What follows belongs to an exercise in optimizing a design on an open flow for small area, a short achievable clock period and few clock cycles; a production flow would make more cautious choices. Where RTL was checked, it was by simulation tests only, not by an equivalence proof against the original. The RTL of runs 1 to 3 was laid out without a check of its function. Power and IR drop assume default switching activity.

File: design/flow/constraint.sdc
create_clock -name core_clock -period 15.0 [get_ports {clk_i}]
set_input_delay 3.0000 -clock core_clock [delete_from_list [all_inputs] [get_ports {clk_i}]]
set_output_delay 3.0000 -clock core_clock [all_outputs]
set_load 0.01 [all_outputs]
File: design/flow/standard.sh
#!/bin/bash
# synth_recipe.tcl (not shown) runs the flow's synth.tcl, then flattens the netlist and writes it again
# the make line also repeats each setting of config.mk as NAME=value (left out here)
make -C /OpenROAD-flow-scripts/flow DESIGN_CONFIG=/design/flow/config.mk WORK_HOME=/design/flow/orfs CLKGATE_MAP_FILE= SYNTH_SCRIPT=/design/flow/synth_recipe.tcl "${@:-finish}"
File: design/flow/design.v
module mul_csa_ex(input [31:0] a_i, input [31:0] b_i, output [127:0] rows_o);
wire [32:0] bx = {b_i, 1'b0};
wire [32:0] a1 = {1'b0, a_i};
wire [32:0] a2 = {a_i, 1'b0};
wire d0_one = bx[1] ^ bx[0];
wire d0_two = (bx[2] & ~bx[1] & ~bx[0]) | (~bx[2] & bx[1] & bx[0]);
wire d0_neg = bx[2] & ~(bx[1] & bx[0]);
wire [31:0] m0 = ({32{d0_one}} & a1[31:0]) | ({32{d0_two}} & a2[31:0]);
wire [31:0] pp0 = m0 ^ {32{d0_neg}};
wire d1_one = bx[3] ^ bx[2];
wire d1_two = (bx[4] & ~bx[3] & ~bx[2]) | (~bx[4] & bx[3] & bx[2]);
wire d1_neg = bx[4] & ~(bx[3] & bx[2]);
wire [29:0] m1 = ({30{d1_one}} & a1[29:0]) | ({30{d1_two}} & a2[29:0]);
wire [31:0] pp1 = {m1 ^ {30{d1_neg}}, 2'b0};
wire d2_one = bx[5] ^ bx[4];
wire d2_two = (bx[6] & ~bx[5] & ~bx[4]) | (~bx[6] & bx[5] & bx[4]);
wire d2_neg = bx[6] & ~(bx[5] & bx[4]);
wire [27:0] m2 = ({28{d2_one}} & a1[27:0]) | ({28{d2_two}} & a2[27:0]);
wire [31:0] pp2 = {m2 ^ {28{d2_neg}}, 4'b0};
wire d3_one = bx[7] ^ bx[6];
wire d3_two = (bx[8] & ~bx[7] & ~bx[6]) | (~bx[8] & bx[7] & bx[6]);
wire d3_neg = bx[8] & ~(bx[7] & bx[6]);
wire [25:0] m3 = ({26{d3_one}} & a1[25:0]) | ({26{d3_two}} & a2[25:0]);
wire [31:0] pp3 = {m3 ^ {26{d3_neg}}, 6'b0};
wire d4_one = bx[9] ^ bx[8];
wire d4_two = (bx[10] & ~bx[9] & ~bx[8]) | (~bx[10] & bx[9] & bx[8]);
wire d4_neg = bx[10] & ~(bx[9] & bx[8]);
wire [23:0] m4 = ({24{d4_one}} & a1[23:0]) | ({24{d4_two}} & a2[23:0]);
wire [31:0] pp4 = {m4 ^ {24{d4_neg}}, 8'b0};
wire d5_one = bx[11] ^ bx[10];
wire d5_two = (bx[12] & ~bx[11] & ~bx[10]) | (~bx[12] & bx[11] & bx[10]);
wire d5_neg = bx[12] & ~(bx[11] & bx[10]);
wire [21:0] m5 = ({22{d5_one}} & a1[21:0]) | ({22{d5_two}} & a2[21:0]);
wire [31:0] pp5 = {m5 ^ {22{d5_neg}}, 10'b0};
wire d6_one = bx[13] ^ bx[12];
wire d6_two = (bx[14] & ~bx[13] & ~bx[12]) | (~bx[14] & bx[13] & bx[12]);
wire d6_neg = bx[14] & ~(bx[13] & bx[12]);
wire [19:0] m6 = ({20{d6_one}} & a1[19:0]) | ({20{d6_two}} & a2[19:0]);
wire [31:0] pp6 = {m6 ^ {20{d6_neg}}, 12'b0};
wire d7_one = bx[15] ^ bx[14];
wire d7_two = (bx[16] & ~bx[15] & ~bx[14]) | (~bx[16] & bx[15] & bx[14]);
wire d7_neg = bx[16] & ~(bx[15] & bx[14]);
wire [17:0] m7 = ({18{d7_one}} & a1[17:0]) | ({18{d7_two}} & a2[17:0]);
wire [31:0] pp7 = {m7 ^ {18{d7_neg}}, 14'b0};
wire d8_one = bx[17] ^ bx[16];
wire d8_two = (bx[18] & ~bx[17] & ~bx[16]) | (~bx[18] & bx[17] & bx[16]);
wire d8_neg = bx[18] & ~(bx[17] & bx[16]);
wire [15:0] m8 = ({16{d8_one}} & a1[15:0]) | ({16{d8_two}} & a2[15:0]);
wire [31:0] pp8 = {m8 ^ {16{d8_neg}}, 16'b0};
wire d9_one = bx[19] ^ bx[18];
wire d9_two = (bx[20] & ~bx[19] & ~bx[18]) | (~bx[20] & bx[19] & bx[18]);
wire d9_neg = bx[20] & ~(bx[19] & bx[18]);
wire [13:0] m9 = ({14{d9_one}} & a1[13:0]) | ({14{d9_two}} & a2[13:0]);
wire [31:0] pp9 = {m9 ^ {14{d9_neg}}, 18'b0};
wire d10_one = bx[21] ^ bx[20];
wire d10_two = (bx[22] & ~bx[21] & ~bx[20]) | (~bx[22] & bx[21] & bx[20]);
wire d10_neg = bx[22] & ~(bx[21] & bx[20]);
wire [11:0] m10 = ({12{d10_one}} & a1[11:0]) | ({12{d10_two}} & a2[11:0]);
wire [31:0] pp10 = {m10 ^ {12{d10_neg}}, 20'b0};
wire d11_one = bx[23] ^ bx[22];
wire d11_two = (bx[24] & ~bx[23] & ~bx[22]) | (~bx[24] & bx[23] & bx[22]);
wire d11_neg = bx[24] & ~(bx[23] & bx[22]);
wire [9:0] m11 = ({10{d11_one}} & a1[9:0]) | ({10{d11_two}} & a2[9:0]);
wire [31:0] pp11 = {m11 ^ {10{d11_neg}}, 22'b0};
wire d12_one = bx[25] ^ bx[24];
wire d12_two = (bx[26] & ~bx[25] & ~bx[24]) | (~bx[26] & bx[25] & bx[24]);
wire d12_neg = bx[26] & ~(bx[25] & bx[24]);
wire [7:0] m12 = ({8{d12_one}} & a1[7:0]) | ({8{d12_two}} & a2[7:0]);
wire [31:0] pp12 = {m12 ^ {8{d12_neg}}, 24'b0};
wire d13_one = bx[27] ^ bx[26];
wire d13_two = (bx[28] & ~bx[27] & ~bx[26]) | (~bx[28] & bx[27] & bx[26]);
wire d13_neg = bx[28] & ~(bx[27] & bx[26]);
wire [5:0] m13 = ({6{d13_one}} & a1[5:0]) | ({6{d13_two}} & a2[5:0]);
wire [31:0] pp13 = {m13 ^ {6{d13_neg}}, 26'b0};
wire d14_one = bx[29] ^ bx[28];
wire d14_two = (bx[30] & ~bx[29] & ~bx[28]) | (~bx[30] & bx[29] & bx[28]);
wire d14_neg = bx[30] & ~(bx[29] & bx[28]);
wire [3:0] m14 = ({4{d14_one}} & a1[3:0]) | ({4{d14_two}} & a2[3:0]);
wire [31:0] pp14 = {m14 ^ {4{d14_neg}}, 28'b0};
wire d15_one = bx[31] ^ bx[30];
wire d15_two = (bx[32] & ~bx[31] & ~bx[30]) | (~bx[32] & bx[31] & bx[30]);
wire d15_neg = bx[32] & ~(bx[31] & bx[30]);
wire [1:0] m15 = ({2{d15_one}} & a1[1:0]) | ({2{d15_two}} & a2[1:0]);
wire [31:0] pp15 = {m15 ^ {2{d15_neg}}, 30'b0};
wire [31:0] ppn = {1'b0, d15_neg, 1'b0, d14_neg, 1'b0, d13_neg, 1'b0, d12_neg, 1'b0, d11_neg, 1'b0, d10_neg, 1'b0, d9_neg, 1'b0, d8_neg, 1'b0, d7_neg, 1'b0, d6_neg, 1'b0, d5_neg, 1'b0, d4_neg, 1'b0, d3_neg, 1'b0, d2_neg, 1'b0, d1_neg, 1'b0, d0_neg};
wire [31:0] es0_0 = pp0 ^ pp1 ^ pp2;
wire [31:0] ec0_0m = (pp0 & pp1) | (pp0 & pp2) | (pp1 & pp2);
wire [31:0] ec0_0 = {ec0_0m[30:0], 1'b0};
wire [31:0] es0_1 = pp3 ^ pp4 ^ pp5;
wire [31:0] ec0_1m = (pp3 & pp4) | (pp3 & pp5) | (pp4 & pp5);
wire [31:0] ec0_1 = {ec0_1m[30:0], 1'b0};
wire [31:0] es0_2 = pp6 ^ pp7 ^ pp8;
wire [31:0] ec0_2m = (pp6 & pp7) | (pp6 & pp8) | (pp7 & pp8);
wire [31:0] ec0_2 = {ec0_2m[30:0], 1'b0};
wire [31:0] es0_3 = pp9 ^ pp10 ^ pp11;
wire [31:0] ec0_3m = (pp9 & pp10) | (pp9 & pp11) | (pp10 & pp11);
wire [31:0] ec0_3 = {ec0_3m[30:0], 1'b0};
wire [31:0] es0_4 = pp12 ^ pp13 ^ pp14;
wire [31:0] ec0_4m = (pp12 & pp13) | (pp12 & pp14) | (pp13 & pp14);
wire [31:0] ec0_4 = {ec0_4m[30:0], 1'b0};
wire [31:0] es1_0 = es0_0 ^ ec0_0 ^ es0_1;
wire [31:0] ec1_0m = (es0_0 & ec0_0) | (es0_0 & es0_1) | (ec0_0 & es0_1);
wire [31:0] ec1_0 = {ec1_0m[30:0], 1'b0};
wire [31:0] es1_1 = ec0_1 ^ es0_2 ^ ec0_2;
wire [31:0] ec1_1m = (ec0_1 & es0_2) | (ec0_1 & ec0_2) | (es0_2 & ec0_2);
wire [31:0] ec1_1 = {ec1_1m[30:0], 1'b0};
wire [31:0] es1_2 = es0_3 ^ ec0_3 ^ es0_4;
wire [31:0] ec1_2m = (es0_3 & ec0_3) | (es0_3 & es0_4) | (ec0_3 & es0_4);
wire [31:0] ec1_2 = {ec1_2m[30:0], 1'b0};
wire [31:0] es1_3 = ec0_4 ^ pp15 ^ ppn;
wire [31:0] ec1_3m = (ec0_4 & pp15) | (ec0_4 & ppn) | (pp15 & ppn);
wire [31:0] ec1_3 = {ec1_3m[30:0], 1'b0};
wire [31:0] es2_0 = es1_0 ^ ec1_0 ^ es1_1;
wire [31:0] ec2_0m = (es1_0 & ec1_0) | (es1_0 & es1_1) | (ec1_0 & es1_1);
wire [31:0] ec2_0 = {ec2_0m[30:0], 1'b0};
wire [31:0] es2_1 = ec1_1 ^ es1_2 ^ ec1_2;
wire [31:0] ec2_1m = (ec1_1 & es1_2) | (ec1_1 & ec1_2) | (es1_2 & ec1_2);
wire [31:0] ec2_1 = {ec2_1m[30:0], 1'b0};
wire [31:0] es3_0 = es2_0 ^ ec2_0 ^ es2_1;
wire [31:0] ec3_0m = (es2_0 & ec2_0) | (es2_0 & es2_1) | (ec2_0 & es2_1);
wire [31:0] ec3_0 = {ec3_0m[30:0], 1'b0};
wire [31:0] es3_1 = ec2_1 ^ es1_3 ^ ec1_3;
wire [31:0] ec3_1m = (ec2_1 & es1_3) | (ec2_1 & ec1_3) | (es1_3 & ec1_3);
wire [31:0] ec3_1 = {ec3_1m[30:0], 1'b0};
assign rows_o = {ec3_1, es3_1, ec3_0, es3_0};
endmodule
module mul_csa_mem(input [127:0] rows_i, output [31:0] p_o);
wire [31:0] r0 = rows_i[31:0];
wire [31:0] r1 = rows_i[63:32];
wire [31:0] r2 = rows_i[95:64];
wire [31:0] r3 = rows_i[127:96];
wire [31:0] ms0_0 = r0 ^ r1 ^ r2;
wire [31:0] mc0_0m = (r0 & r1) | (r0 & r2) | (r1 & r2);
wire [31:0] mc0_0 = {mc0_0m[30:0], 1'b0};
wire [31:0] ms1_0 = ms0_0 ^ mc0_0 ^ r3;
wire [31:0] mc1_0m = (ms0_0 & mc0_0) | (ms0_0 & r3) | (mc0_0 & r3);
wire [31:0] mc1_0 = {mc1_0m[30:0], 1'b0};
Adder add_p(.a_i(ms1_0), .b_i(mc1_0), .c_i(1'b0), .s_o(p_o));
endmodule
module Adder
(
    a_i,
    b_i,
    c_i,
    s_o
);
input   [31:0]  a_i, b_i;
input           c_i;
output  [31:0]  s_o;
wire [31:0] g0 = a_i & b_i;
wire [31:0] p0 = a_i ^ b_i;
wire [31:0] g [0:5];
wire [31:0] p [0:5];
assign g[0] = {g0[31:1], g0[0] | (p0[0] & c_i)};
assign p[0] = p0;
genvar l, i;
generate
    for (l = 0; l < 5; l = l + 1) begin : g_lvl
        for (i = 0; i < 32; i = i + 1) begin : g_bit
            if (i >= (1 << l)) begin : g_op
                assign g[l+1][i] = g[l][i] | (p[l][i] & g[l][i-(1<<l)]);
                assign p[l+1][i] = p[l][i] & p[l][i-(1<<l)];
            end
            else begin : g_pass
                assign g[l+1][i] = g[l][i];
                assign p[l+1][i] = p[l][i];
            end
        end
    end
endgenerate
assign s_o = p0 ^ {g[5][30:0], c_i};
endmodule
module CPU
(
    clk_i,
    rst_i,
    imem_addr_o,
    imem_data_i,
    mem_data_i,
    mem_ack_i,
    mem_data_o,
    mem_addr_o,
    mem_enable_o,
    mem_write_o,
    wb_valid_o,
    wb_rd_o,
    wb_data_o
);
input               clk_i;
input               rst_i;
input   [255:0]     mem_data_i;
input               mem_ack_i;
output  [255:0]     mem_data_o;
output  [31:0]      mem_addr_o;
output              mem_enable_o;
output              mem_write_o;
output  [31:0]      imem_addr_o;
input   [31:0]      imem_data_i;
output              wb_valid_o;
output  [4:0]       wb_rd_o;
output  [31:0]      wb_data_o;
localparam OP_ADD = 3'd0, OP_SUB = 3'd1, OP_AND = 3'd2, OP_OR = 3'd3, OP_ZERO = 3'd4;
wire        stall;           
wire        hazard;          
wire        taken;           
reg  [31:0] pc;
wire [31:0] pc4 = pc + 32'd4;
wire        if_jump = (imem_data_i[31:26] == 6'b000010);
wire [31:0] jtarget = {pc4[31:28], imem_data_i[25:0], 2'b00};
reg  [31:0] ex_btarget;
assign imem_addr_o = pc;
wire [31:0] pc_seq = hazard ? pc : pc4;
wire [31:0] pc_nxt = taken ? ex_btarget : (if_jump & ~hazard) ? jtarget : pc_seq;
always @(posedge clk_i or negedge rst_i) begin
    if (~rst_i)
        pc <= 32'd0;
    else if (~stall)
        pc <= pc_nxt;
end
reg  [31:0] id_inst;
reg  [31:0] id_pc4;
always @(posedge clk_i or negedge rst_i) begin
    if (~rst_i)
        id_inst <= 32'd0;
    else if (~stall) begin
        if (taken)
            id_inst <= 32'd0;
        else if (~hazard)
            id_inst <= imem_data_i;
    end
end
always @(posedge clk_i) begin
    if (~stall & ~hazard)
        id_pc4 <= pc4;
end
wire [5:0]  id_op    = id_inst[31:26];
wire [4:0]  id_rs    = id_inst[25:21];
wire [4:0]  id_rt    = id_inst[20:16];
wire [4:0]  id_rd    = id_inst[15:11];
wire [5:0]  id_funct = id_inst[5:0];
wire [15:0] id_imm   = id_inst[15:0];
wire id_isR    = (id_op == 6'b000000);
wire id_isAddi = (id_op == 6'b001000);
wire id_isOri  = (id_op == 6'b001101);
wire id_isLw   = (id_op == 6'b100011);
wire id_isSw   = (id_op == 6'b101011);
wire id_isBeq  = (id_op == 6'b000100) && (id_imm != 16'd0);    
wire id_isMul  = id_isR && (id_funct == 6'b011000);
wire [4:0] id_dest = id_isR ? id_rd : (id_isAddi | id_isOri | id_isLw) ? id_rt : 5'd0;
wire       id_useImm = id_isAddi | id_isOri | id_isLw | id_isSw;
wire       id_useRt  = id_isR | id_isSw | id_isBeq;
reg  [2:0] id_aluop;
always @(*) begin
    if (id_isR) begin
        case (id_funct)
            6'b100000: id_aluop = OP_ADD;
            6'b100010: id_aluop = OP_SUB;
            6'b100100: id_aluop = OP_AND;
            6'b100101: id_aluop = OP_OR;
            default:   id_aluop = OP_ZERO;    
        endcase
    end
    else if (id_isOri)
        id_aluop = OP_OR;
    else
        id_aluop = OP_ADD;
end
reg  [31:0] regs [1:31];
reg  [4:0]  wb_dest;
reg  [31:0] wb_data;
reg         wb_done;
always @(posedge clk_i) begin
    if (wb_dest != 5'd0)
        regs[wb_dest] <= wb_data;
end
wire [31:0] rf_a = (id_rs == 5'd0) ? 32'd0 : (id_rs == wb_dest) ? wb_data : regs[id_rs];
wire [31:0] rf_b = (id_rt == 5'd0) ? 32'd0 : (id_rt == wb_dest) ? wb_data : regs[id_rt];
reg  [4:0]  ex_dest;
reg         ex_isLw, ex_isMul;
reg  [4:0]  mem_dest;
assign hazard = (ex_isLw | ex_isMul) && (ex_dest != 5'd0) &&
                ((ex_dest == id_rs) || (id_useRt && ex_dest == id_rt));
wire id_fa_m = (id_rs != 5'd0) && (id_rs == ex_dest);
wire id_fa_w = (id_rs != 5'd0) && (id_rs == mem_dest);
wire id_fb_m = (id_rt != 5'd0) && (id_rt == ex_dest);
wire id_fb_w = (id_rt != 5'd0) && (id_rt == mem_dest);
wire [31:0] id_btarget;
Adder add_bt(.a_i(id_pc4), .b_i({14'd0, id_imm, 2'b00}), .c_i(1'b0), .s_o(id_btarget));
reg  [31:0] ex_a, ex_b;
reg  [15:0] ex_imm;
reg  [2:0]  ex_aluop;
reg         ex_useImm;
reg         ex_rs0;
reg         ex_isSw, ex_isBeq;
reg         ex_fa_m, ex_fa_w, ex_fb_m, ex_fb_w;
always @(posedge clk_i or negedge rst_i) begin
    if (~rst_i) begin
        ex_dest  <= 5'd0;
        ex_isLw  <= 1'b0;
        ex_isSw  <= 1'b0;
        ex_isMul <= 1'b0;
        ex_isBeq <= 1'b0;
    end
    else if (~stall) begin
        if (taken | hazard) begin
            ex_dest  <= 5'd0;
            ex_isLw  <= 1'b0;
            ex_isSw  <= 1'b0;
            ex_isMul <= 1'b0;
            ex_isBeq <= 1'b0;
        end
        else begin
            ex_dest  <= id_dest;
            ex_isLw  <= id_isLw;
            ex_isSw  <= id_isSw;
            ex_isMul <= id_isMul;
            ex_isBeq <= id_isBeq;
        end
    end
end
always @(posedge clk_i) begin
    if (~stall) begin
        ex_a       <= rf_a;
        ex_b       <= rf_b;
        ex_imm     <= id_imm;
        ex_aluop   <= id_aluop;
        ex_useImm  <= id_useImm;
        ex_rs0     <= (id_rs == 5'd0);
        ex_fa_m    <= id_fa_m;
        ex_fa_w    <= id_fa_w & ~id_fa_m;
        ex_fb_m    <= id_fb_m;
        ex_fb_w    <= id_fb_w & ~id_fb_m;
        ex_btarget <= id_btarget;
    end
end
reg  [31:0] mem_res;
wire [31:0] opa = ex_fa_m ? mem_res : ex_fa_w ? wb_data : ex_a;
wire [31:0] opb = ex_fb_m ? mem_res : ex_fb_w ? wb_data : ex_b;
wire [31:0] alub = ex_useImm ? {16'd0, ex_imm} : opb;
wire        ex_sub = (ex_aluop == OP_SUB);
wire [31:0] addsub;
Adder add_alu(.a_i(opa), .b_i(alub ^ {32{ex_sub}}), .c_i(ex_sub), .s_o(addsub));
reg  [31:0] alu_res;
always @(*) begin
    case (ex_aluop)
        OP_ADD:  alu_res = addsub;
        OP_SUB:  alu_res = addsub;
        OP_AND:  alu_res = opa & alub;
        OP_OR:   alu_res = opa | alub;
        default: alu_res = 32'd0;
    endcase
end
assign taken = ex_isBeq && (opa == opb);
wire [127:0] mul_rows;
mul_csa_ex mul_ex(.a_i(opa & {32{ex_isMul}}), .b_i(opb & {32{ex_isMul}}), .rows_o(mul_rows));
reg  [31:0] mem_sd;
reg         mem_isLw, mem_isSw, mem_isMul;
reg  [127:0] mem_rows;
always @(posedge clk_i or negedge rst_i) begin
    if (~rst_i) begin
        mem_dest  <= 5'd0;
        mem_isLw  <= 1'b0;
        mem_isSw  <= 1'b0;
        mem_isMul <= 1'b0;
    end
    else if (~stall) begin
        mem_dest  <= ex_dest;
        mem_isLw  <= ex_isLw;
        mem_isSw  <= ex_isSw;
        mem_isMul <= ex_isMul;
    end
end
always @(posedge clk_i) begin
    if (~stall) begin
        mem_res  <= alu_res;
        mem_sd   <= opb;
    end
end
always @(posedge clk_i)
    mem_rows <= mul_rows;
wire [31:0] mul_res;
mul_csa_mem mul_mem(.rows_i(mem_rows), .p_o(mul_res));
wire [5:0]  line = mem_res[10:5];
wire [2:0]  woff = mem_res[4:2];
reg  [255:0] f_data;
reg  [5:0]   f_tag;
reg          f_valid, f_dirty;
reg  [5:0]   m_tag;
reg          m_valid;
reg          busy;           
reg          busy_rd;        
reg  [5:0]   pend_line;      
reg  [8:0]   next_ld;        
reg          mh_f, mh_m;     
reg          mseq;           
reg          xh_f, xh_m;     
wire mem_op = mem_isLw | mem_isSw;
wire f_fill  = mem_isSw & ~mh_f & mh_m & (~f_dirty | ~busy);
wire ld_wait = mem_isLw & ~mh_f & ~mh_m;
wire sw_wait = mem_isSw & ~mh_f & ~(mh_m & (~f_dirty | ~busy));
assign stall = sw_wait | ld_wait;
wire req_seq = mem_isLw & ~mh_f & mh_m & mseq;
wire req_ex  = (ex_isLw | ex_isSw) & ex_rs0 & ~xh_f & ~xh_m;
wire pf_copy = ~busy & req_seq & ~f_dirty;         
wire f_clean = ~busy & req_seq & f_dirty;          
assign mem_enable_o = ~busy & (mem_op ? ~mh_f & (~mh_m | (mem_isSw & f_dirty) | (mem_isLw & mseq)) : req_ex);
assign mem_write_o  = mem_op & mh_m & f_dirty;
wire [5:0] rd_line  = ~mem_op ? ex_imm[10:5] : mh_m ? line + 6'd1 : line;
assign mem_addr_o   = {21'd0, mem_write_o ? f_tag : rd_line, 5'd0};
assign mem_data_o   = f_data;
wire       rd_done = busy_rd & mem_ack_i;
wire       f_load  = f_fill | pf_copy;
wire [5:0] f_tag_n = f_load ? line : f_tag;
wire       f_val_n = f_valid | f_load;
wire [5:0] line_n  = stall ? line : alu_res[10:5];
wire [8:0] word_n  = stall ? mem_res[10:2] : alu_res[10:2];
wire [5:0] xline_n = stall ? ex_imm[10:5] : id_imm[10:5];
wire [8:0] next_ld_n = (mem_isLw & ~stall) ? mem_res[10:2] + 9'd1 : next_ld;
always @(posedge clk_i or negedge rst_i) begin
    if (~rst_i) begin
        busy    <= 1'b0;
        busy_rd <= 1'b0;
        m_valid <= 1'b0;
        f_valid <= 1'b0;
        f_dirty <= 1'b0;
        next_ld <= 9'd0;
        mh_f    <= 1'b0;
        mh_m    <= 1'b0;
        mseq    <= 1'b0;
        xh_f    <= 1'b0;
        xh_m    <= 1'b0;
    end
    else begin
        if (mem_enable_o) begin
            busy    <= 1'b1;
            busy_rd <= ~mem_write_o;
        end
        else if (mem_ack_i) begin
            busy    <= 1'b0;
            busy_rd <= 1'b0;
        end
        if (rd_done)
            m_valid <= 1'b1;
        if (f_fill) begin
            f_valid <= 1'b1;
            f_dirty <= 1'b1;
        end
        else if (mem_isSw & mh_f)
            f_dirty <= 1'b1;
        else if (f_clean)
            f_dirty <= 1'b0;
        else if (pf_copy)
            f_valid <= 1'b1;
        next_ld <= next_ld_n;
        mh_f    <= f_val_n & (f_tag_n == line_n);
        mh_m    <= rd_done ? (pend_line == line_n) : (m_valid & (m_tag == line_n));
        mseq    <= (word_n == next_ld_n);
        xh_f    <= f_val_n & (f_tag_n == xline_n);
        xh_m    <= rd_done ? (pend_line == xline_n) : (m_valid & (m_tag == xline_n));
    end
end
always @(posedge clk_i) begin
    if (rd_done)
        m_tag <= pend_line;
    if (mem_enable_o)
        pend_line <= rd_line;
    if (f_load)
        f_tag <= line;
end
genvar gw;
generate
    for (gw = 0; gw < 8; gw = gw + 1) begin : g_fword
        wire sel = (woff == gw);
        always @(posedge clk_i) begin
            if (f_load | (mem_isSw & mh_f & sel))
                f_data[32*gw+31:32*gw] <= (mem_isSw & sel) ? mem_sd : mem_data_i[32*gw+31:32*gw];
        end
    end
endgenerate
wire [31:0] f_word = f_data[32*woff +: 32];
wire [31:0] m_word = mem_data_i[32*woff +: 32];
wire [31:0] ld_word = mh_f ? f_word : m_word;
always @(posedge clk_i or negedge rst_i) begin
    if (~rst_i) begin
        wb_dest <= 5'd0;
        wb_done <= 1'b0;
    end
    else begin
        wb_done <= stall;
        if (~stall)
            wb_dest <= mem_dest;
    end
end
always @(posedge clk_i) begin
    if (~stall)
        wb_data <= mem_isLw ? ld_word : mem_isMul ? mul_res : mem_res;
end
assign wb_valid_o = (wb_dest != 5'd0) & ~wb_done;
assign wb_rd_o    = wb_dest;
assign wb_data_o  = wb_data;
endmodule
File: design/flow/flow/setup_margin.txt
10
File: design/flow/flow/run.sh
#!/bin/bash
# Layout flow: the standard layout (standard.sh, unchanged synthesis, floorplan, placement,
# CTS and routing at the design's clock period and SDC), with repair_timing asked to leave a
# setup margin, so that it sizes and buffers the critical paths beyond the 15 ns the SDC needs.
# Each tool's output goes to make_finish.log here (and ORFS's own logs under orfs/logs/).
set -euo pipefail
cd "$(dirname "$0")/.."
MARGIN=$(cat flow/setup_margin.txt)
echo "standard layout with SETUP_SLACK_MARGIN=$MARGIN"
bash standard.sh finish SETUP_SLACK_MARGIN="$MARGIN" > make_finish.log 2>&1 || { tail -50 make_finish.log; exit 1; }
tail -5 make_finish.log
ls -l out/final.def
File: design/flow/config.mk
export PLATFORM = sky130hd
export DESIGN_NAME = CPU
export DESIGN_NICKNAME = CPU
export VERILOG_FILES = /design/flow/design.v
export SDC_FILE = /design/flow/constraint.sdc
export NUM_CORES = 4
export LEC_CHECK = 0
export CAP_MARGIN = 20
export CORE_MARGIN = 2
export CORE_UTILIZATION = 40
export PLACE_DENSITY = 0.6
export SLEW_MARGIN = 20
==> results of run 1 <==
==> layer usage <==
layer  track usage  wire (microns)
met3        0.0701           34000
met5             0             268
met2         0.470          175000
met1         0.373          141000
met4         0.160           23600
==> worst reg2reg max path, delay by kind of cell, from the launching register on <==
| family | cells | cell delay (ns) |
|---|---|---|
| compound gates | 1 | 0.11 |
| simple gates | 1 | 0.10 |
| fa+ha+maj | 1 | 0.17 |
| xor+xnor | 1 | 0.16 |
| flops | 1 | 0.52 |
| buf+inv | 37 | 4.37 |
==> cells in the final DEF (no fill, tap or decap), types with 197 or more instances in the layout <==
cell type	n
xnor2_1	414
clkdlybuf4s50_1	524
clkbuf_16	200
a211oi_1	222
nand2_1	390
fa_1	197
o21ai_0	222
edfxtp_1	1509
mux2i_1	258
mux2_2	269
inv_1	208
mux4_2	673
nor2_1	253
buf_4	272
==> cells by family (layout without fill, tap and decap cells) <==
family          Yosys count  in the layout  share of synthesized area
buf+inv                 781           1618                     0.0326
mux                    1219           1219                      0.216
flops                  1710           1710                      0.513
fa+ha+maj               386            386                     0.0648
other cells               1             50                  0.0000386
compound gates         1134           1134                     0.0769
simple gates           1031           1033                     0.0484
xor+xnor                532            532                     0.0481
==> layout make-up <==
class	count	area, sq um
timing repair buffer	1028	10100
clock buffer	246	5180
tap	3185	3990
inverter	238	977
antenna	24	60.1
clock inverter	106	1050
multi-input combinational	4330	45500
fill	20648	124000
sequential	1710	49900
==> flip-flops by register name, indices dropped and copies added, names as in the netlist, 6 cells and up <==
name        count
wb_data        32
id_inst        32
regs          992
mem_rows       89
next_ld         9
m_tag           6
mem_sd         32
ex_btarget     32
ex_b           32
f_data        256
pc             32
ex_imm         16
ex_a           32
f_tag           6
pend_line       6
id_pc4         32
mem_res        32
==> cell usage after synthesis (16+ instances only) <==
cell	count	area (sq um)
o22ai_1	19	119
a21o_1	31	233
and2_1	62	388
mux2_2	276	3110
a31oi_1	27	169
nand4_1	27	169
o21a_1	27	203
fa_1	201	4020
maj3_1	16	160
nor3_1	31	155
ha_1	169	2110
buf_2	28	140
buf_1	118	443
mux4_2	673	15200
dfrtp_1	106	2650
mux2i_1	268	2680
dfxtp_1	95	1900
xnor2_1	425	3720
a22oi_1	164	1230
clkbuf_1	354	1330
and3_1	25	156
xor2_1	106	928
inv_1	222	833
a211oi_1	223	1670
o21ai_0	234	1170
buf_4	32	240
edfxtp_1	1509	45300
nand3_1	51	255
nand2b_1	32	200
nor2_1	293	1100
nand2_1	398	1490
nor4_1	18	113
nor2b_1	24	150
a21oi_1	184	921
o21ai_1	60	300
a22o_1	54	473
==> through the flow <==
stage	util	cells	setup WS, ns	hold slack [ns]
floorplan	-	6819	9.53	0.400
global placement	0.445	10281	8.14	0.402
detailed placement	0.445	10281	8.11	0.407
CTS	0.479	10775	9.35	0.430
global route	0.484	10849	9.28	0.430
finish	0.484	10867	9.32	0.426
==> power groups by stage <==
stage | sequential [W] | combinational (W) | clock, W
floorplan | 0.00743 | 0.00726 | 0
global placement | 0.00771 | 0.0113 | 0
detailed placement | 0.00772 | 0.0114 | 0
CTS | 0.00762 | 0.0120 | 0.00482
global route | 0.00771 | 0.0133 | 0.00499
finish | 0.00764 | 0.0126 | 0.00476
==> what timing repair did <==
item,CTS,global route
gates cloned,9,3
pin swaps,26,44
endpoints found under the setup margin,259,142
resized for setup,372,179
setup buffers,133,65
hold endpoints to repair,0,0
==> path summary, 6_finish.rpt <==
path                            endpoint
max in group asynchronous    id_inst[21]
max                        mem_addr_o[7]
min in group asynchronous         pc[12]
min reg2reg                ex_btarget[1]
min                        ex_btarget[1]
max reg2reg                 pend_line[4]
==> impl_metrics.csv, run 1 <==
group,metric,value,unit
floorplanning,pin_count,651,
final_layout,area_growth_syn_to_layout,20.2,%
yosys,synth.cell_area,0.0972,sq mm
detailed_routing,ant_nets,0,
grt,antenna_found_initial,49,
hold_path,holdPathStages,0,
critical_path,r2r_setup_slack,9.33,ns
grt,grt_remaining_overflow,0,
detailed_routing,routedWlPerCell,34.4,microns
timing,setup_viol,0,
status,status,"complete, no violations",
clock_network,tritoncts,"built",
clock_network,root_buffer,"clkbuf_16",
grt,grt_pass1_vias,66416,
yosys,synth_cell_type_count,86,
critical_path,path_max_fanout,4,
critical_path,worst-endpoint-arrival,2.68,ns
critical_path,path_cells,"buf_12 > ha_4 > buf_4 > nand2_4 > xor2_2 > a21oi_2 > mux2_4 > buf_6",
timing,fin_skew,0.0388,ns
clock_network,cts_buffer_depth,3,
detailed_routing,drt_wl_total,374,mm
power,comb_power_share,0.503,
timing,drv_slew,0,
power,clockPowerShare,0.191,
power,p_sw,0.0104,W
timing,fin_crit_sh,0.379,
power,irDropWorstVdd,0.233,mV
power,leakage,40.5,nW
critical_path,reg2reg_depth,41,
clock_network,cts.htree.levels,4,
yosys,ys_seq_elements,1710,
detailed_routing,viasPerCell,6.18,
detailed_routing,post-route-drc-count,0,
yosys,netlist_instances,6794,
critical_path,critical-path-max-stage-delay,0.52,ns
critical_path,path_delay_family,"flip-flops",
floorplanning,die_h,497,microns
timing,slew_headroom,0.198,
detailed_routing,drt_iter0_drc,7575,
clock_network,insertion_delay,0.85,ns
critical_path,crit_buf_inv,3,
timing,fin_setup_tns,0,ns
floorplanning,core,0.241,sq mm
timing,rsz0062_at_grt,"true",
critical_path,cp-end-kind,"primary output",
power,swShare,0.416,
job,max_cap_viol_count,0,
floorplanning,die_area,0.247,sq mm
critical_path,timing.rr.start,"mem_res[6]",
final_layout,design_area,0.117,sq mm
critical_path,worstSetupPathType,"register to primary output",
hold_path,hp-class,"register to register",
floorplanning,rows,180,
detailed_routing,firstDrtPassIters,6,
critical_path,crit_path_start_kind,"register",
place,port_buffers,624,
floorplanning,fp.dieW,497,microns
yosys,yosysSeqAreaShare,0.513,
final_layout,layout.nets,8161,
place,dpl-instance-area,0.107,sq mm
clock_network,clk_pin_slew_worst_paths,0.06,ns
critical_path,crit_start,"mem_res[6]",
power,p_int,0.0146,W
grt,grt_pass1_wl,520,mm
yosys,async_flop_share,0.0620,
critical_path,cp.required,12.00,ns
clock_network,clock-sinks,1710,
yosys,avgSynthCellArea,14.3,sq um
power,power_frac_seq,0.306,
timing,fmax,176,MHz
yosys,synth-edff-count,1509,
timing,hold_violations,0,
grt,grt_max_degree,146,
grt,grt_usage,0.295,
timing,tightest_slew,1.20,ns
final_layout,drive_above_1_share,0.252,
place,hpwlAfterDp,247,mm
clock_network,cts_buffers,192,
hold_path,hp-start,"id_pc4[1]",
timing,period_needed,5.68,ns
critical_path,cp_slowest_cell,"edfxtp_1",
place,place_congestion,0.977,
floorplanning,start_util,0.403,
yosys,ys.flop_type,"edfxtp_1",
yosys,yosysWarnings,2,
power,power,0.0250,W
critical_path,critical_path_depth,8,
detailed_routing,num_vias,67107,
power,power_density,214,mW/mm^2
clock_network,hold_buffers,0,
==> run 2: changes to the inputs <==
--- a/design/flow/design.v
+++ b/design/flow/design.v
@@ -273,8 +273,18 @@
     if (wb_dest != 5'd0)
         regs[wb_dest] <= wb_data;
 end
-wire [31:0] rf_a = (id_rs == 5'd0) ? 32'd0 : (id_rs == wb_dest) ? wb_data : regs[id_rs];
-wire [31:0] rf_b = (id_rt == 5'd0) ? 32'd0 : (id_rt == wb_dest) ? wb_data : regs[id_rt];
+reg  [31:0] rd_a, rd_b;
+integer k;
+always @(*) begin
+    rd_a = 32'd0;
+    rd_b = 32'd0;
+    for (k = 1; k < 32; k = k + 1) begin
+        rd_a = rd_a | (regs[k] & {32{id_rs == k}});
+        rd_b = rd_b | (regs[k] & {32{id_rt == k}});
+    end
+end
+wire [31:0] rf_a = (id_rs != 5'd0 && id_rs == wb_dest) ? wb_data : rd_a;
+wire [31:0] rf_b = (id_rt != 5'd0 && id_rt == wb_dest) ? wb_data : rd_b;
 reg  [4:0]  ex_dest;
 reg         ex_isLw, ex_isMul;
 reg  [4:0]  mem_dest;
==> design/flow/flow/run.sh (replaced) <==
#!/bin/bash
# Layout flow: the standard layout (standard.sh: the standard synthesis, floorplan, placement,
# CTS and routing at the design's clock period and SDC) with two changes:
#  - repair_timing is asked to leave a setup margin (flow/setup_margin.txt), so that it sizes and
#    buffers the critical paths beyond what the 15 ns clock needs;
#  - after placement's repair_design, flow/post_resize.tcl makes the port buffers buf_4 and runs
#    repair_timing on the placement.
# make's output goes to make_finish.log here; each ORFS step keeps its own log under orfs/logs/.
set -euo pipefail
cd "$(dirname "$0")/.."
MARGIN=$(cat flow/setup_margin.txt)
echo "standard layout with SETUP_SLACK_MARGIN=$MARGIN and flow/post_resize.tcl"
bash standard.sh finish SETUP_SLACK_MARGIN="$MARGIN" POST_RESIZE_TCL="$PWD/flow/post_resize.tcl" \
  > make_finish.log 2>&1 || { tail -50 make_finish.log; exit 1; }
tail -5 make_finish.log
ls -l out/final.def
==> design/flow/flow/post_resize.tcl (new file) <==
# Hook run by ORFS's resize step (POST_RESIZE_TCL), after repair_design on the global placement.
# 1. The port buffers that buffer_ports chose (the library's weakest buffer) become buf_4.
# 2. repair_timing with the setup margin the flow was given, on placement parasitics.
foreach inst [get_cells -quiet {input* output*}] {
  set ref [get_property $inst ref_name]
  if { [string match "sky130_fd_sc_hd__*buf*" $ref] && $ref != "sky130_fd_sc_hd__buf_4" } {
    replace_cell $inst sky130_fd_sc_hd__buf_4
  }
}
estimate_parasitics -placement
repair_timing -setup -setup_margin $::env(SETUP_SLACK_MARGIN) -repair_tns 100 -verbose
report_worst_slack -max
==> design/flow/flow/setup_margin.txt (replaced) <==
9.8
--- a/design/flow/config.mk
+++ b/design/flow/config.mk
@@ -8,5 +8,7 @@
 export CAP_MARGIN = 20
 export CORE_MARGIN = 2
 export CORE_UTILIZATION = 40
+export CTS_CLUSTER_DIAMETER = 100
+export CTS_CLUSTER_SIZE = 30
 export PLACE_DENSITY = 0.6
 export SLEW_MARGIN = 20
==> run 2 against run 1 <==
The run now fails in 3_4_place_resized. Synthesized area is 5.1% lower. Synthesized cell count is 4.4% higher.
==> impl_metrics.csv, run 2 <==
group,metric,value,unit
status,status,"stopped before the end",
status,failing_step,"3_4_place_resized",
status,stop_error,"Error: resize.tcl, 39 can't read \"::env(SETUP_SLACK_MARGIN)\": no such variable",
place,port_buffers,624,
yosys,synth.cell_area,0.0922,sq mm
yosys,synth_cell_type_count,84,
yosys,ys.flop_type,"edfxtp_1",
yosys,synth_common_cells,"1,509 x edfxtp_1, 611 x a22oi_1, 430 x xnor2_1",
floorplanning,start_util,0.402,
yosys,yosysSeqAreaShare,0.541,
yosys,yosys.area.top_type,"edfxtp_1",
yosys,synth-edff-count,1509,
place,place_congestion,1.02,
floorplanning,pin_count,651,
yosys,synth_top_area_frac,0.491,
floorplanning,rows,176,
yosys,avgSynthCellArea,13.0,sq um
yosys,yosysMostFrequentCell,"edfxtp_1",
yosys,synth.area.top_cells,"edfxtp_1 49%, a22oi_1 5.0%, fa_1 4.4%, xnor2_1 4.1%, mux4_2 3.8%",
yosys,ys_seq_elements,1710,
yosys,yosysWarnings,2,
floorplanning,die_h,484,microns
floorplanning,fp.dieW,484,microns
yosys,netlist_instances,7090,
yosys,async_flop_share,0.0620,
## run 2: how the worst max path moves through the flow
stage / endpoint / slack [ns] / depth (start not counted)
after global placement: mem_rows[31] / 8.77 / 24
after floorplan: mem_rows[31] / 9.80 / 24
## run 2: power groups by stage
stage | clock network (W) | logic, W | registers (W)
global placement | 0 | 0.0101 | 0.00765
floorplan | 0 | 0.00559 | 0.00751
## run 2: through the flow
step              hold WS, ns  cells  area (sq um)
global placement        0.402  10455        103000
floorplan               0.400   7115         92500
## run 2: kinds of logic after synthesis
family | synth area share
AO/OA/AOI/OAI | 0.150
buffers and inverters | 0.0344
XOR/XNOR | 0.0498
flip-flops | 0.541
other | 0.0000407
multiplexers | 0.0902
adder cells (fa/ha/maj) | 0.0685
AND/OR/NAND/NOR | 0.0667
==> run 3: changes to the inputs <==
--- a/design/flow/design.v
+++ b/design/flow/design.v
@@ -403,29 +403,44 @@
 reg  [8:0]   next_ld;        
 reg          mh_f, mh_m;     
 reg          mseq;           
-reg          xh_f, xh_m;     
 wire mem_op = mem_isLw | mem_isSw;
 wire f_fill  = mem_isSw & ~mh_f & mh_m & (~f_dirty | ~busy);
 wire ld_wait = mem_isLw & ~mh_f & ~mh_m;
 wire sw_wait = mem_isSw & ~mh_f & ~(mh_m & (~f_dirty | ~busy));
 assign stall = sw_wait | ld_wait;
+reg          req_en, req_wr;
+reg  [5:0]   req_line;
 wire req_seq = mem_isLw & ~mh_f & mh_m & mseq;
-wire req_ex  = (ex_isLw | ex_isSw) & ex_rs0 & ~xh_f & ~xh_m;
 wire pf_copy = ~busy & req_seq & ~f_dirty;         
 wire f_clean = ~busy & req_seq & f_dirty;          
-assign mem_enable_o = ~busy & (mem_op ? ~mh_f & (~mh_m | (mem_isSw & f_dirty) | (mem_isLw & mseq)) : req_ex);
-assign mem_write_o  = mem_op & mh_m & f_dirty;
-wire [5:0] rd_line  = ~mem_op ? ex_imm[10:5] : mh_m ? line + 6'd1 : line;
-assign mem_addr_o   = {21'd0, mem_write_o ? f_tag : rd_line, 5'd0};
+assign mem_enable_o = req_en;
+assign mem_write_o  = req_wr;
+assign mem_addr_o   = {21'd0, req_line, 5'd0};
 assign mem_data_o   = f_data;
 wire       rd_done = busy_rd & mem_ack_i;
+wire       busy_n  = req_en | (busy & ~mem_ack_i);
 wire       f_load  = f_fill | pf_copy;
 wire [5:0] f_tag_n = f_load ? line : f_tag;
 wire       f_val_n = f_valid | f_load;
+wire       f_dirty_n = f_fill | (mem_isSw & mh_f) | (f_dirty & ~f_clean);
+wire       isLw_n  = stall ? mem_isLw : ex_isLw;
+wire       isSw_n  = stall ? mem_isSw : ex_isSw;
 wire [5:0] line_n  = stall ? line : alu_res[10:5];
 wire [8:0] word_n  = stall ? mem_res[10:2] : alu_res[10:2];
+wire       xop_n   = stall ? (ex_isLw | ex_isSw) & ex_rs0 :
+                     ~(taken | hazard) & (id_isLw | id_isSw) & (id_rs == 5'd0);
 wire [5:0] xline_n = stall ? ex_imm[10:5] : id_imm[10:5];
 wire [8:0] next_ld_n = (mem_isLw & ~stall) ? mem_res[10:2] + 9'd1 : next_ld;
+wire       mh_f_n  = f_val_n & (f_tag_n == line_n);
+wire       mh_m_n  = rd_done ? (pend_line == line_n) : (m_valid & (m_tag == line_n));
+wire       mseq_n  = (word_n == next_ld_n);
+wire       xh_f_n  = f_val_n & (f_tag_n == xline_n);
+wire       xh_m_n  = rd_done ? (pend_line == xline_n) : (m_valid & (m_tag == xline_n));
+wire       op_n    = isLw_n | isSw_n;
+wire       wr_n    = op_n & mh_m_n & f_dirty_n;
+wire       en_n    = ~busy_n & (op_n ? ~mh_f_n & (~mh_m_n | (isSw_n & f_dirty_n) | (isLw_n & mseq_n))
+                                     : xop_n & ~xh_f_n & ~xh_m_n);
+wire [5:0] rline_n = wr_n ? f_tag_n : ~op_n ? xline_n : mh_m_n ? line_n + 6'd1 : line_n;
 always @(posedge clk_i or negedge rst_i) begin
     if (~rst_i) begin
         busy    <= 1'b0;
@@ -437,13 +452,13 @@
         mh_f    <= 1'b0;
         mh_m    <= 1'b0;
         mseq    <= 1'b0;
-        xh_f    <= 1'b0;
-        xh_m    <= 1'b0;
+        req_en  <= 1'b0;
+        req_wr  <= 1'b0;
     end
     else begin
-        if (mem_enable_o) begin
+        if (req_en) begin
             busy    <= 1'b1;
-            busy_rd <= ~mem_write_o;
+            busy_rd <= ~req_wr;
         end
         else if (mem_ack_i) begin
             busy    <= 1'b0;
@@ -451,31 +466,24 @@
         end
         if (rd_done)
             m_valid <= 1'b1;
-        if (f_fill) begin
-            f_valid <= 1'b1;
-            f_dirty <= 1'b1;
-        end
-        else if (mem_isSw & mh_f)
-            f_dirty <= 1'b1;
-        else if (f_clean)
-            f_dirty <= 1'b0;
-        else if (pf_copy)
-            f_valid <= 1'b1;
+        f_valid <= f_val_n;
+        f_dirty <= f_dirty_n;
         next_ld <= next_ld_n;
-        mh_f    <= f_val_n & (f_tag_n == line_n);
-        mh_m    <= rd_done ? (pend_line == line_n) : (m_valid & (m_tag == line_n));
-        mseq    <= (word_n == next_ld_n);
-        xh_f    <= f_val_n & (f_tag_n == xline_n);
-        xh_m    <= rd_done ? (pend_line == xline_n) : (m_valid & (m_tag == xline_n));
+        mh_f    <= mh_f_n;
+        mh_m    <= mh_m_n;
+        mseq    <= mseq_n;
+        req_en  <= en_n;
+        req_wr  <= wr_n;
     end
 end
 always @(posedge clk_i) begin
     if (rd_done)
         m_tag <= pend_line;
-    if (mem_enable_o)
-        pend_line <= rd_line;
+    if (req_en)
+        pend_line <= req_line;
     if (f_load)
         f_tag <= line;
+    req_line <= rline_n;
 end
 genvar gw;
 generate
==> run 3 against run 2 <==
Synthesized cell count increased by 1.0%. Synthesized area up 0.22%. The flow again stops in 3_4_place_resized.
==> impl_metrics.csv, run 3 <==
group,metric,value,unit
status,status,"stopped before the end",
status,failing_step,"3_4_place_resized",
status,stop_error,"Error: resize.tcl, 39 can't read \"::env(SETUP_SLACK_MARGIN)\": no such variable",
yosys,synth.cell_area,0.0924,sq mm
floorplanning,fp.dieW,485,microns
yosys,synth_cell_type_count,103,
yosys,yosysWarnings,2,
yosys,synth-edff-count,1509,
floorplanning,start_util,0.402,
yosys,avgSynthCellArea,12.9,sq um
yosys,yosysSeqAreaShare,0.541,
yosys,synth_top_area_frac,0.490,
yosys,synth.area.top_cells,"edfxtp_1 49%, a22oi_1 4.9%, fa_1 4.4%, xnor2_1 4.0%, mux4_2 3.8%",
yosys,ys.flop_type,"edfxtp_1",
place,port_buffers,624,
floorplanning,rows,176,
yosys,ys_seq_elements,1716,
floorplanning,die_h,485,microns
place,place_congestion,1.00,
yosys,async_flop_share,0.0618,
floorplanning,pin_count,651,
yosys,netlist_instances,7161,
yosys,yosysMostFrequentCell,"edfxtp_1",
yosys,synth_common_cells,"1,509 x edfxtp_1, 599 x a22oi_1, 422 x nand2_1",
yosys,yosys.area.top_type,"edfxtp_1",
[run 3: changes by cell type after synthesis, sizes merged, moves of 19 or more]
| cell | delta |
|---|---|
| mux2 | -42 |
| nand3 | +19 |
| inv | +26 |
| nand2 | +46 |
[run 3: worst max-delay path by stage]
stage                             to  cells past startpoint         from  slack, ns
after global placement  mem_rows[31]                     19  wb_data[15]       8.57
after floorplan         mem_rows[31]                     28      ex_fb_w       9.75
[run 3: power by group through the flow]
stage          logic (W)  clock network (W)  registers (W)
2_1_floorplan    0.00526                  0        0.00740
3_3_place_gp     0.00908                  0        0.00757
[run 3: stage by stage]
step                    hold slack, ns  total power, W  setup slack, ns  instance area (sq um)  instances
after floorplan                  0.400          0.0127             9.75                  92600       7186
after global placement           0.404          0.0167             8.57                 103000      10493
[run 3: logic make-up after synthesis]
group	after synthesis	share of synthesized area
compound gates	1885	0.155
xor+xnor	501	0.0475
fa+ha+maj	388	0.0684
buf+inv	817	0.0359
flops	1716	0.541
mux	549	0.0842
other cells	1	0.0000406
simple gates	1304	0.0683
==> run 4: changes to the inputs <==
--- a/design/flow/design.v
+++ b/design/flow/design.v
@@ -1,4 +1,4 @@
-module mul_csa_ex(input [31:0] a_i, input [31:0] b_i, output [127:0] rows_o);
+module mul_csa_ex(input [31:0] a_i, input [31:0] b_i, output [191:0] rows_o);
 wire [32:0] bx = {b_i, 1'b0};
 wire [32:0] a1 = {1'b0, a_i};
 wire [32:0] a2 = {a_i, 1'b0};
@@ -116,26 +116,28 @@
 wire [31:0] es2_1 = ec1_1 ^ es1_2 ^ ec1_2;
 wire [31:0] ec2_1m = (ec1_1 & es1_2) | (ec1_1 & ec1_2) | (es1_2 & ec1_2);
 wire [31:0] ec2_1 = {ec2_1m[30:0], 1'b0};
-wire [31:0] es3_0 = es2_0 ^ ec2_0 ^ es2_1;
-wire [31:0] ec3_0m = (es2_0 & ec2_0) | (es2_0 & es2_1) | (ec2_0 & es2_1);
-wire [31:0] ec3_0 = {ec3_0m[30:0], 1'b0};
-wire [31:0] es3_1 = ec2_1 ^ es1_3 ^ ec1_3;
-wire [31:0] ec3_1m = (ec2_1 & es1_3) | (ec2_1 & ec1_3) | (es1_3 & ec1_3);
-wire [31:0] ec3_1 = {ec3_1m[30:0], 1'b0};
-assign rows_o = {ec3_1, es3_1, ec3_0, es3_0};
+assign rows_o = {ec1_3, es1_3, ec2_1, es2_1, ec2_0, es2_0};
 endmodule
-module mul_csa_mem(input [127:0] rows_i, output [31:0] p_o);
+module mul_csa_mem(input [191:0] rows_i, output [31:0] p_o);
 wire [31:0] r0 = rows_i[31:0];
 wire [31:0] r1 = rows_i[63:32];
 wire [31:0] r2 = rows_i[95:64];
 wire [31:0] r3 = rows_i[127:96];
+wire [31:0] r4 = rows_i[159:128];
+wire [31:0] r5 = rows_i[191:160];
 wire [31:0] ms0_0 = r0 ^ r1 ^ r2;
 wire [31:0] mc0_0m = (r0 & r1) | (r0 & r2) | (r1 & r2);
 wire [31:0] mc0_0 = {mc0_0m[30:0], 1'b0};
-wire [31:0] ms1_0 = ms0_0 ^ mc0_0 ^ r3;
-wire [31:0] mc1_0m = (ms0_0 & mc0_0) | (ms0_0 & r3) | (mc0_0 & r3);
+wire [31:0] ms0_1 = r3 ^ r4 ^ r5;
+wire [31:0] mc0_1m = (r3 & r4) | (r3 & r5) | (r4 & r5);
+wire [31:0] mc0_1 = {mc0_1m[30:0], 1'b0};
+wire [31:0] ms1_0 = ms0_0 ^ mc0_0 ^ ms0_1;
+wire [31:0] mc1_0m = (ms0_0 & mc0_0) | (ms0_0 & ms0_1) | (mc0_0 & ms0_1);
 wire [31:0] mc1_0 = {mc1_0m[30:0], 1'b0};
-Adder add_p(.a_i(ms1_0), .b_i(mc1_0), .c_i(1'b0), .s_o(p_o));
+wire [31:0] ms2_0 = ms1_0 ^ mc1_0 ^ mc0_1;
+wire [31:0] mc2_0m = (ms1_0 & mc1_0) | (ms1_0 & mc0_1) | (mc1_0 & mc0_1);
+wire [31:0] mc2_0 = {mc2_0m[30:0], 1'b0};
+Adder add_p(.a_i(ms2_0), .b_i(mc2_0), .c_i(1'b0), .s_o(p_o));
 endmodule
 module Adder
 (
@@ -268,7 +270,7 @@
 reg  [31:0] regs [1:31];
 reg  [4:0]  wb_dest;
 reg  [31:0] wb_data;
-reg         wb_done;
+reg         wb_valid;        
 always @(posedge clk_i) begin
     if (wb_dest != 5'd0)
         regs[wb_dest] <= wb_data;
@@ -361,11 +363,11 @@
     endcase
 end
 assign taken = ex_isBeq && (opa == opb);
-wire [127:0] mul_rows;
+wire [191:0] mul_rows;
 mul_csa_ex mul_ex(.a_i(opa & {32{ex_isMul}}), .b_i(opb & {32{ex_isMul}}), .rows_o(mul_rows));
 reg  [31:0] mem_sd;
 reg         mem_isLw, mem_isSw, mem_isMul;
-reg  [127:0] mem_rows;
+reg  [191:0] mem_rows;
 always @(posedge clk_i or negedge rst_i) begin
     if (~rst_i) begin
         mem_dest  <= 5'd0;
@@ -400,17 +402,27 @@
 reg          busy;           
 reg          busy_rd;        
 reg  [5:0]   pend_line;      
+reg          sb_valid;
+reg  [5:0]   sb_line;
+reg  [2:0]   sb_woff;
+reg  [31:0]  sb_data;
 reg  [8:0]   next_ld;        
 reg          mh_f, mh_m;     
+reg          msb;            
 reg          mseq;           
+reg          sb_hm;          
 wire mem_op = mem_isLw | mem_isSw;
-wire f_fill  = mem_isSw & ~mh_f & mh_m & (~f_dirty | ~busy);
-wire ld_wait = mem_isLw & ~mh_f & ~mh_m;
-wire sw_wait = mem_isSw & ~mh_f & ~(mh_m & (~f_dirty | ~busy));
-assign stall = sw_wait | ld_wait;
 reg          req_en, req_wr;
 reg  [5:0]   req_line;
-wire req_seq = mem_isLw & ~mh_f & mh_m & mseq;
+wire wr_now  = req_en & req_wr;                    
+wire sb_drain = sb_valid & sb_hm & ~busy_rd & (~f_dirty | wr_now) & ~(mem_isSw & mh_f);
+wire f_fill  = mem_isSw & ~mh_f & mh_m & ~sb_valid & ~busy_rd & (~f_dirty | wr_now);
+wire sb_take = mem_isSw & ~mh_f & ~f_fill & ~msb & (~sb_valid | sb_drain);
+wire rd_me   = busy_rd & mem_ack_i & (pend_line == line);
+wire ld_wait = mem_isLw & (msb | (~mh_f & (~mh_m | busy_rd) & ~rd_me));
+wire sw_wait = mem_isSw & ~mh_f & ~f_fill & ~sb_take;
+assign stall = sw_wait | ld_wait;
+wire req_seq = mem_isLw & ~mh_f & mh_m & mseq & ~sb_valid;
 wire pf_copy = ~busy & req_seq & ~f_dirty;         
 wire f_clean = ~busy & req_seq & f_dirty;          
 assign mem_enable_o = req_en;
@@ -419,10 +431,12 @@
 assign mem_data_o   = f_data;
 wire       rd_done = busy_rd & mem_ack_i;
 wire       busy_n  = req_en | (busy & ~mem_ack_i);
-wire       f_load  = f_fill | pf_copy;
-wire [5:0] f_tag_n = f_load ? line : f_tag;
+wire       f_load  = f_fill | pf_copy | sb_drain;
+wire [5:0] f_tag_n = sb_drain ? sb_line : (f_fill | pf_copy) ? line : f_tag;
 wire       f_val_n = f_valid | f_load;
-wire       f_dirty_n = f_fill | (mem_isSw & mh_f) | (f_dirty & ~f_clean);
+wire       f_dirty_n = f_fill | sb_drain | (mem_isSw & mh_f) | (f_dirty & ~f_clean);
+wire       sb_val_n  = (sb_valid & ~sb_drain) | sb_take;
+wire [5:0] sb_line_n = sb_take ? line : sb_line;
 wire       isLw_n  = stall ? mem_isLw : ex_isLw;
 wire       isSw_n  = stall ? mem_isSw : ex_isSw;
 wire [5:0] line_n  = stall ? line : alu_res[10:5];
@@ -433,27 +447,35 @@
 wire [8:0] next_ld_n = (mem_isLw & ~stall) ? mem_res[10:2] + 9'd1 : next_ld;
 wire       mh_f_n  = f_val_n & (f_tag_n == line_n);
 wire       mh_m_n  = rd_done ? (pend_line == line_n) : (m_valid & (m_tag == line_n));
+wire       msb_n   = sb_val_n & (sb_line_n == line_n);
 wire       mseq_n  = (word_n == next_ld_n);
+wire       sb_hm_n = rd_done ? (pend_line == sb_line_n) : (m_valid & (m_tag == sb_line_n));
 wire       xh_f_n  = f_val_n & (f_tag_n == xline_n);
 wire       xh_m_n  = rd_done ? (pend_line == xline_n) : (m_valid & (m_tag == xline_n));
 wire       op_n    = isLw_n | isSw_n;
-wire       wr_n    = op_n & mh_m_n & f_dirty_n;
-wire       en_n    = ~busy_n & (op_n ? ~mh_f_n & (~mh_m_n | (isSw_n & f_dirty_n) | (isLw_n & mseq_n))
-                                     : xop_n & ~xh_f_n & ~xh_m_n);
-wire [5:0] rline_n = wr_n ? f_tag_n : ~op_n ? xline_n : mh_m_n ? line_n + 6'd1 : line_n;
+wire       sbw_n   = sb_hm_n & f_dirty_n & ~(isSw_n & mh_f_n);
+wire       need_n  = op_n & ~mh_f_n & (~mh_m_n | (isSw_n & f_dirty_n) | (isLw_n & mseq_n));
+wire       wr_n    = sb_val_n ? sbw_n : need_n & mh_m_n & f_dirty_n;
+wire       en_n    = ~busy_n & (sb_val_n ? ~sb_hm_n | sbw_n :
+                                need_n | (xop_n & ~xh_f_n & ~xh_m_n));
+wire [5:0] rline_n = wr_n ? f_tag_n : sb_val_n ? sb_line_n : ~need_n ? xline_n :
+                     mh_m_n ? line_n + 6'd1 : line_n;
 always @(posedge clk_i or negedge rst_i) begin
     if (~rst_i) begin
-        busy    <= 1'b0;
-        busy_rd <= 1'b0;
-        m_valid <= 1'b0;
-        f_valid <= 1'b0;
-        f_dirty <= 1'b0;
-        next_ld <= 9'd0;
-        mh_f    <= 1'b0;
-        mh_m    <= 1'b0;
-        mseq    <= 1'b0;
-        req_en  <= 1'b0;
-        req_wr  <= 1'b0;
+        busy     <= 1'b0;
+        busy_rd  <= 1'b0;
+        m_valid  <= 1'b0;
+        f_valid  <= 1'b0;
+        f_dirty  <= 1'b0;
+        sb_valid <= 1'b0;
+        next_ld  <= 9'd0;
+        mh_f     <= 1'b0;
+        mh_m     <= 1'b0;
+        msb      <= 1'b0;
+        mseq     <= 1'b0;
+        sb_hm    <= 1'b0;
+        req_en   <= 1'b0;
+        req_wr   <= 1'b0;
     end
     else begin
         if (req_en) begin
@@ -466,14 +488,17 @@
         end
         if (rd_done)
             m_valid <= 1'b1;
-        f_valid <= f_val_n;
-        f_dirty <= f_dirty_n;
-        next_ld <= next_ld_n;
-        mh_f    <= mh_f_n;
-        mh_m    <= mh_m_n;
-        mseq    <= mseq_n;
-        req_en  <= en_n;
-        req_wr  <= wr_n;
+        f_valid  <= f_val_n;
+        f_dirty  <= f_dirty_n;
+        sb_valid <= sb_val_n;
+        next_ld  <= next_ld_n;
+        mh_f     <= mh_f_n;
+        mh_m     <= mh_m_n;
+        msb      <= msb_n;
+        mseq     <= mseq_n;
+        sb_hm    <= sb_hm_n;
+        req_en   <= en_n;
+        req_wr   <= wr_n;
     end
 end
 always @(posedge clk_i) begin
@@ -482,16 +507,24 @@
     if (req_en)
         pend_line <= req_line;
     if (f_load)
-        f_tag <= line;
+        f_tag <= f_tag_n;
     req_line <= rline_n;
+    if (sb_take) begin
+        sb_line <= line;
+        sb_woff <= woff;
+        sb_data <= mem_sd;
+    end
 end
+wire [31:0] st_data = sb_drain ? sb_data : mem_sd;
+wire [2:0]  st_woff = sb_drain ? sb_woff : woff;
+wire        st_any  = sb_drain | mem_isSw;
 genvar gw;
 generate
     for (gw = 0; gw < 8; gw = gw + 1) begin : g_fword
-        wire sel = (woff == gw);
+        wire sel = (st_woff == gw);
         always @(posedge clk_i) begin
-            if (f_load | (mem_isSw & mh_f & sel))
-                f_data[32*gw+31:32*gw] <= (mem_isSw & sel) ? mem_sd : mem_data_i[32*gw+31:32*gw];
+            if (f_load | (mem_isSw & mh_f & (woff == gw)))
+                f_data[32*gw+31:32*gw] <= (st_any & sel) ? st_data : mem_data_i[32*gw+31:32*gw];
         end
     end
 endgenerate
@@ -500,11 +533,11 @@
 wire [31:0] ld_word = mh_f ? f_word : m_word;
 always @(posedge clk_i or negedge rst_i) begin
     if (~rst_i) begin
-        wb_dest <= 5'd0;
-        wb_done <= 1'b0;
+        wb_dest  <= 5'd0;
+        wb_valid <= 1'b0;
     end
     else begin
-        wb_done <= stall;
+        wb_valid <= ~stall & (mem_dest != 5'd0);
         if (~stall)
             wb_dest <= mem_dest;
     end
@@ -513,7 +546,7 @@
     if (~stall)
         wb_data <= mem_isLw ? ld_word : mem_isMul ? mul_res : mem_res;
 end
-assign wb_valid_o = (wb_dest != 5'd0) & ~wb_done;
+assign wb_valid_o = wb_valid;
 assign wb_rd_o    = wb_dest;
 assign wb_data_o  = wb_data;
 endmodule
--- a/design/flow/flow/post_resize.tcl
+++ b/design/flow/flow/post_resize.tcl
@@ -8,5 +8,8 @@
   }
 }
 estimate_parasitics -placement
-repair_timing -setup -setup_margin $::env(SETUP_SLACK_MARGIN) -repair_tns 100 -verbose
+set fp [open [file join [file dirname [info script]] setup_margin.txt]]
+set margin [string trim [read $fp]]
+close $fp
+repair_timing -setup -setup_margin $margin -repair_tns 100 -verbose
 report_worst_slack -max
==> design/flow/flow/setup_margin.txt (replaced) <==
10.3
--- a/design/flow/config.mk
+++ b/design/flow/config.mk
@@ -8,7 +8,5 @@
 export CAP_MARGIN = 20
 export CORE_MARGIN = 2
 export CORE_UTILIZATION = 40
-export CTS_CLUSTER_DIAMETER = 100
-export CTS_CLUSTER_SIZE = 30
 export PLACE_DENSITY = 0.6
 export SLEW_MARGIN = 20
==> run 4 against run 3 <==
Now clean on timing, DRC and antenna. Synthesized area rose by 2.9%. Synthesized cell count increased by 8.2%.
==> impl_metrics.csv, run 4 <==
group,metric,value,unit
status,status,"complete, no violations",
yosys,synth-edff-count,1550,
detailed_routing,routedWlPerCell,38.7,microns
place,dp_cells,11317,
place,pre_cts_slack,8.80,ns
final_layout,reg.largest.list,"regs x992, f_data x256, mem_rows x112",
timing,fin_crit_sh,0.350,
final_layout,drive_above_1_share,0.240,
power,irDropWorstVdd,0.181,mV
grt,grt_usage,0.366,
final_layout,register_area,0.0518,sq mm
clock_network,insertion_delay,0.90,ns
floorplanning,core,0.237,sq mm
critical_path,worst-endpoint-arrival,6.02,ns
final_layout,layout_commonest_cell,"edfxtp_1",
timing,drv_slew,0,
grt,grt_pass1_wl,621,mm
power,p_int,0.0142,W
timing,slew_headroom,0.129,
timing,setup_slack,9.76,ns
power,power_density,215,mW/mm^2
floorplanning,die_h,492,microns
critical_path,cp-end-kind,"register",
yosys,yosysMostFrequentCell,"edfxtp_1",
floorplanning,rows,179,
final_layout,largest_reg_flops,992,
yosys,synth_top_area_frac,0.489,
detailed_routing,drt_wl_total,461,mm
clock_network,cts_buffers,192,
power,swShare,0.432,
yosys,netlist_instances,7745,
final_layout,regMostFlops,"regs",
floorplanning,die_area,0.242,sq mm
grt,antenna_found_initial,40,
clock_network,clock-sinks,1783,
detailed_routing,viasPerCell,6.82,
clock_network,cts.htree.levels,4,
critical_path,cp.required,15.78,ns
yosys,synth.cell_area,0.0951,sq mm
critical_path,crit_path_start_kind,"input pin",
power,leakage,42.4,nW
yosys,ys_seq_elements,1783,
final_layout,layout.nets,9197,
clock_network,hold_buffers,0,
yosys,synth_compound_area_frac,0.162,
timing,rsz0062_at_grt,"true",
timing,hold_violations,0,
power,comb_power_share,0.508,
power,p_sw,0.0108,W
clock_network,clk_pin_slew_worst_paths,0.06,ns
critical_path,path_max_fanout,11,
timing,fin_skew,0.0681,ns
yosys,synth-simple-area-share,0.0807,
yosys,synth_top_family_by_area,"compound AO/OA/AOI/OAI gates",
yosys,synth_cell_type_count,115,
yosys,async_flop_share,0.0611,
floorplanning,fp.dieW,492,microns
place,port_buffers,624,
yosys,ys.flop_type,"edfxtp_1",
yosys,yosysWarnings,2,
yosys,avgSynthCellArea,12.3,sq um
grt,grt_max_degree,104,
clock_network,tritoncts,"built",
yosys,yosysSeqAreaShare,0.544,
final_layout,area_growth_syn_to_layout,22.5,%
timing,fmax,191,MHz
floorplanning,pin_count,651,
detailed_routing,firstDrtPassIters,10,
floorplanning,start_util,0.401,
grt,grt_remaining_overflow,0,
yosys,muxShareOfSynthArea,0.0602,
detailed_routing,post-route-drc-count,0,
power,clockPowerShare,0.199,
grt,grt_pass1_vias,76147,
detailed_routing,num_vias,81150,
yosys,synth_xor_xnor_area_share,0.0490,
yosys,synthAdderAreaFrac,0.0658,
power,power_frac_seq,0.294,
yosys,synth_common_cells,"1,550 x edfxtp_1, 670 x a22oi_1, 558 x nand2_1",
yosys,yosys.area.top_type,"edfxtp_1",
clock_network,cts_buffer_depth,3,
detailed_routing,drt_iter0_drc,14802,
final_layout,final_core_util,0.491,
final_layout,multi_input_area,0.0423,sq mm
timing,whs,0.432,ns
detailed_routing,ant_nets,0,
final_layout,nFillCells,20634,
yosys,synth.area.top_cells,"edfxtp_1 49%, a22oi_1 5.3%, xnor2_1 4.2%, fa_1 4.2%, mux4_2 3.8%",
timing,period_needed,5.24,ns
final_layout,final_cells,11899,
clock_network,root_buffer,"clkbuf_16",
timing,fin_setup_tns,0,ns
critical_path,worstSetupPathType,"input pin to register",
final_layout,final_cell_mix,"1,550 x edfxtp_1, 953 x buf_4, 668 x a22oi_1, 535 x nand2_1, 448 x xnor2_1",
hold_path,hp-class,"register to register",
job,max_cap_viol_count,0,
place,place_congestion,0.969,
timing,setup_viol,0,
timing,tightest_slew,1.30,ns
place,hpwlAfterDp,283,mm
## run 4: changes by cell type after synthesis, moves of 46 or more
cell | previous run | this run
a22oi_1 | 599 | 670
inv_1 | 244 | 312
a22o_1 | 293 | 244
nor2_1 | 246 | 390
mux2i_1 | 128 | 174
nand2_1 | 422 | 558
a21oi_1 | 117 | 251
o21ai_0 | 210 | 362
mux2_2 | 263 | 17
## run 4: kinds of logic (layout without fill, tap and decap cells)
group	after synthesis	count (layout)
AOI/OAI and AO/OA	2144	2145
xor gates and xnor gates	532	532
adders and majority gates	382	382
and+or+nand+nor	1621	1626
buffers and inverters	918	1843
other	1	57
DFF	1783	1783
muxes	364	364
## run 4: repair_timing
item | 4_1_cts | 5_1_grt
pin swaps | 29 | 80
cloned | 22 | 6
buffers inserted | 86 | 77
resized for setup | 139 | 147
endpoints found under the setup margin | 64 | 87
## run 4: worst max-delay path, stage by stage
cell and delay, ns:
buf_6 0.07, and3b_2 0.22, nand4_1 0.13, o211ai_1 0.19, buf_4 0.19, nand2_8 0.10, clkinv_16 0.11, buf_16 0.12
and3_4 0.20, buf_4 0.11, mux2_4 0.13, and4b_2 0.25, a221oi_2 0.28, o21ba_4 0.29, o21ai_1 0.12, a31o_1 0.23
mux2_4 0.25
## run 4: per-layer routing
layer / track usage / routed length [microns] / part of all wire
met1: 0.428 / 152000 / 0.33
met2: 0.544 / 196000 / 0.43
met3: 0.149 / 69200 / 0.15
met4: 0.262 / 43200 / 0.094
met5: 0.000595 / 299 / 0.00065
## run 4: final timing paths
kind                       cells after the start       endpoint  slack, ns       from
min                                            0  ex_btarget[0]       0.43  id_pc4[0]
max in group asynchronous                      2           mh_f      11.46      rst_i
min reg2reg                                    0  ex_btarget[0]       0.43  id_pc4[0]
max reg2reg                                   23    req_line[4]       9.90    ex_fb_w
min in group asynchronous                      1         pc[19]       2.16      rst_i
max                                           17    req_line[4]       9.76  mem_ack_i
## run 4: through the flow
| step | total power (W) | area, sq um |
|---|---|---|
| 2_1_floorplan | 0.0133 | 95400 |
| 3_3_place_gp | 0.0173 | 106000 |
| 3_5_place_dp | 0.0182 | 107000 |
| 4_1_cts | 0.0238 | 115000 |
| 5_1_grt | 0.0256 | 116000 |
| 6_report | 0.0250 | 117000 |
## run 4: power groups by stage
| stage | clock network (W) | logic [W] | registers, W |
|---|---|---|---|
| final | 0.00497 | 0.0127 | 0.00735 |
| after global routing | 0.00515 | 0.0130 | 0.00740 |
| after CTS | 0.00497 | 0.0115 | 0.00733 |
| after detailed placement | 0 | 0.0108 | 0.00742 |
| after global placement | 0 | 0.00984 | 0.00748 |
| after floorplan | 0 | 0.00585 | 0.00741 |
## run 4: layout make-up
cell class | count | area share
timing repair inverter | 4 | 0.000752
multi-input combinational | 5075 | 0.363
inverter | 325 | 0.0112
clock inverter | 121 | 0.0109
timing repair buffer | 1155 | 0.0909
sequential | 1783 | 0.444
clock buffer | 238 | 0.0449
tap | 3167 | 0.0340
antenna | 31 | 0.000666
Testbench counts of run 4, summed over its fixed seeds: cycles 55,981.

Re-timed with assumed drivers on the ports (clkbuf_16 on the clock, buf_2 on other inputs), run 4 has 9.797 ns of setup slack against 9.755 ns with ideal ports, and 8.828 ns once port delays also move by the mid clock arrival of 0.968 ns.
